This design comes from an exercise in tuning for small area and a short achievable clock period on the open sky130 flow, not from production work.
No activity file was given, so power comes from the tool's default toggle rates.

## bit_population_counter
module bit_population_counter #(
  parameter WIDTH                 = 256
) (
  input  logic                    clk_i,
  input  logic                    srst_i,
  input  logic [WIDTH-1:0]        data_i,
  input  logic                    data_val_i,
  output logic [$clog2(WIDTH):0]  data_o,
  output logic                    data_val_o
);
clock: 11.0 ns
lec_check: 0
cap_margin: 20
core_margin: 2
core_utilization: 40
cts_buf_list: sky130_fd_sc_hd__clkbuf_8
slew_margin: 20
synth_hierarchical: 1
standard.sh (not shown) runs the stock make flow with config.mk's settings and CLKGATE_MAP_FILE= SYNTH_SCRIPT=/design/flow/synth_recipe.tcl, a recipe that flattens the netlist after the stock synthesis.
==> flow/flow/run.sh <==
#!/bin/bash
# The standard layout, with plain buf_1 cells as the port buffers and a small clock tree.
set -euo pipefail
export BUFFER_PORTS_ARGS="-buffer_cell sky130_fd_sc_hd__buf_1"
export CTS_ARGS="-sink_clustering_enable -repair_clock_nets -dont_use_dummy_load -buf_list sky130_fd_sc_hd__clkbuf_8"
bash standard.sh > standard.log 2>&1
Edit:
--- a/flow/design.v
+++ b/flow/design.v
@@ -10,20 +10,27 @@
 endmodule
 module pc_ha (
   input  logic a,
   input  logic b,
   output logic s,
   output logic co
 );
   assign s  = a ^ b;
   assign co = a & b;
 endmodule
+module pc_cpa (
+  input  logic [8:0] a,
+  input  logic [8:0] b,
+  output logic [8:0] s
+);
+  assign s = a + b;
+endmodule
 module bit_population_counter #(
   parameter WIDTH                 = 256
 ) (
   input  logic                    clk_i,
   input  logic                    srst_i,
   input  logic [WIDTH-1:0]        data_i,
   input  logic                    data_val_i,
   output logic [$clog2(WIDTH):0]  data_o,
   output logic                    data_val_o
 );
@@ -333,13 +340,12 @@
   pc_ha u_s475 (.a(cs_q[8]), .b(cs_q[9]), .s(s475), .co(c476));
   pc_fa u_s477 (.a(s469), .b(c466), .ci(s463), .s(s477), .co(c478));
   pc_fa u_s479 (.a(c470), .b(s471), .ci(c464), .s(s479), .co(c480));
   pc_fa u_s481 (.a(cs_q[23]), .b(cs_q[24]), .ci(c472), .s(s481), .co(c482));
   pc_ha u_s483 (.a(cs_q[2]), .b(cs_q[3]), .s(s483), .co(c484));
   pc_fa u_s485 (.a(cs_q[10]), .b(s475), .ci(s465), .s(s485), .co(c486));
   pc_fa u_s487 (.a(c476), .b(s467), .ci(s477), .s(s487), .co(c488));
   pc_fa u_s489 (.a(c468), .b(c478), .ci(s479), .s(s489), .co(c490));
   pc_fa u_s491 (.a(s473), .b(s481), .ci(c480), .s(s491), .co(c492));
   pc_ha u_s493 (.a(c474), .b(c482), .s(s493), .co(c494));
-assign data_o = {1'b0, c494, c492, c490, c488, c486, c484, s483, cs_q[0]}
-              + {1'b0, 1'b0, s493, s491, s489, s487, s485, cs_q[4], cs_q[1]};
+  pc_cpa u_cpa (.a({1'b0, c494, c492, c490, c488, c486, c484, s483, cs_q[0]}), .b({1'b0, 1'b0, s493, s491, s489, s487, s485, cs_q[4], cs_q[1]}), .s(data_o));
 endmodule
What happened:
- non-clock buffer count stays the same
- global-route usage is about the same
- first-iteration DRC count rose by a quarter to a third
- count of clock-buffer cells in the layout stays the same
- sequential power stays flat
- setup slack is better by 0.048 ns
- cell count barely changes
- wire length rose slightly
- die area rose slightly
- maximum frequency rose slightly
- final area rose slightly
- area after synthesis rose slightly
- via count rose slightly
No functional check of the RTL was part of any run of this note.

---

== the baseline ==
Another version of the RTL of bit_population_counter (not shown whole).
Size: about 310 cells after synthesis, ~23 flip-flops, ~270 I/O pins, ~0.0057 mm^2 of cells after synthesis.
export LEC_CHECK = 0
export CAP_MARGIN = 20
export CORE_MARGIN = 2
export CORE_UTILIZATION = 40
export CTS_BUF_LIST = sky130_fd_sc_hd__clkbuf_8
export SLEW_MARGIN = 20
export SYNTH_HIERARCHICAL = 1
create_clock -name core_clock -period 11.0 [get_ports {clk_i}]
Scripts as last shown in full above: flow/flow/run.sh
Setup changes, the baseline to the candidate
--- a/flow/design.v
+++ b/flow/design.v
@@ -9,22 +9,29 @@
   assign co = ( a & b ) | ( a & ci ) | ( b & ci );
 endmodule
 module pc_ha (
   input  logic a,
   input  logic b,
   output logic s,
   output logic co
 );
   assign s  = a ^ b;
   assign co = a & b;
 endmodule
+module pc_cpa (
+  input  logic [8:0] a,
+  input  logic [8:0] b,
+  output logic [8:0] s
+);
+  assign s = a + b;
+endmodule
 module bit_population_counter #(
   parameter WIDTH                 = 256
 ) (
   input  logic                    clk_i,
   input  logic                    srst_i,
   input  logic [WIDTH-1:0]        data_i,
   input  logic                    data_val_i,
   output logic [$clog2(WIDTH):0]  data_o,
   output logic                    data_val_o
 );
 logic [21:0] cs_d, cs_q;
@@ -329,14 +336,13 @@
   pc_ha u_s473 (.a(cs_q[18]), .b(cs_q[19]), .s(s473), .co(c474));
   pc_ha u_s475 (.a(cs_q[5]), .b(cs_q[6]), .s(s475), .co(c476));
   pc_fa u_s477 (.a(cs_q[11]), .b(cs_q[12]), .ci(cs_q[13]), .s(s477), .co(c478));
   pc_fa u_s479 (.a(cs_q[16]), .b(cs_q[17]), .ci(c470), .s(s479), .co(c480));
   pc_fa u_s481 (.a(cs_q[20]), .b(cs_q[21]), .ci(c472), .s(s481), .co(c482));
   pc_ha u_s483 (.a(cs_q[2]), .b(cs_q[3]), .s(s483), .co(c484));
   pc_fa u_s485 (.a(cs_q[7]), .b(cs_q[8]), .ci(s475), .s(s485), .co(c486));
   pc_fa u_s487 (.a(c476), .b(s469), .ci(s477), .s(s487), .co(c488));
   pc_fa u_s489 (.a(s471), .b(c478), .ci(s479), .s(s489), .co(c490));
   pc_fa u_s491 (.a(s473), .b(c480), .ci(s481), .s(s491), .co(c492));
   pc_ha u_s493 (.a(c474), .b(c482), .s(s493), .co(c494));
-assign data_o = {1'b0, c494, c492, c490, c488, c486, c484, s483, cs_q[0]}
-              + {1'b0, 1'b0, s493, s491, s489, s487, s485, cs_q[4], cs_q[1]};
+  pc_cpa u_cpa (.a({1'b0, c494, c492, c490, c488, c486, c484, s483, cs_q[0]}), .b({1'b0, 1'b0, s493, s491, s489, s487, s485, cs_q[4], cs_q[1]}), .s(data_o));
 endmodule
### Flow results
Delta (the candidate minus the baseline): achievable frequency higher, count of multi-input combinational gates higher, final instance area higher. Summary: with the baseline as the reference, wire length in the candidate moved up slightly. Looking only at combined area of all synthesized cells, and setting everything else aside, the higher value of the baseline and the candidate goes to the candidate. Changes observed in the candidate relative to the baseline: count of unresolved DRC violations after routing barely changed; clock period minus worst slack moved down.
No run of this note included a check of the RTL's function; only the layout flow was run.

re-timing with driven ports:
How much do the figures lean on ideal ports? The routed layouts below were timed once more, with nothing changed but the port constraints.
Step 1 sets driving cells, clkbuf_16 on the clock port and buf_2 on the other inputs (assumed; they add their load-dependent delay and slew).
Step 2 also shifts input and output timing later by t, the mid clock arrival at the registers, as if the neighbouring blocks saw the same clock.
Slacks: ideal / step 1 / step 2; pairs: ideal / step 1.
| run | t (ns) | setup WS [ns] | clock arrival spread, ns |
|---|---|---|---|
| the first run of note 1 | 0.296 | 5.404 / 5.373 / 5.154 | 0.014 / 0.014 |
| the second run of note 1 | 0.288 | 5.452 / 5.457 / 5.169 | 0.015 / 0.015 |
| the baseline | 0.279 | 5.349 / 5.355 / 5.076 | 0.021 / 0.020 |
| the candidate | 0.288 | 5.376 / 5.377 / 5.089 | 0.006 / 0.006 |
After both steps setup and hold are still met in every run listed. The setup slack of the candidate, which loses most, moves by +0.001 ns with the drivers and by -0.287 ns with both steps.
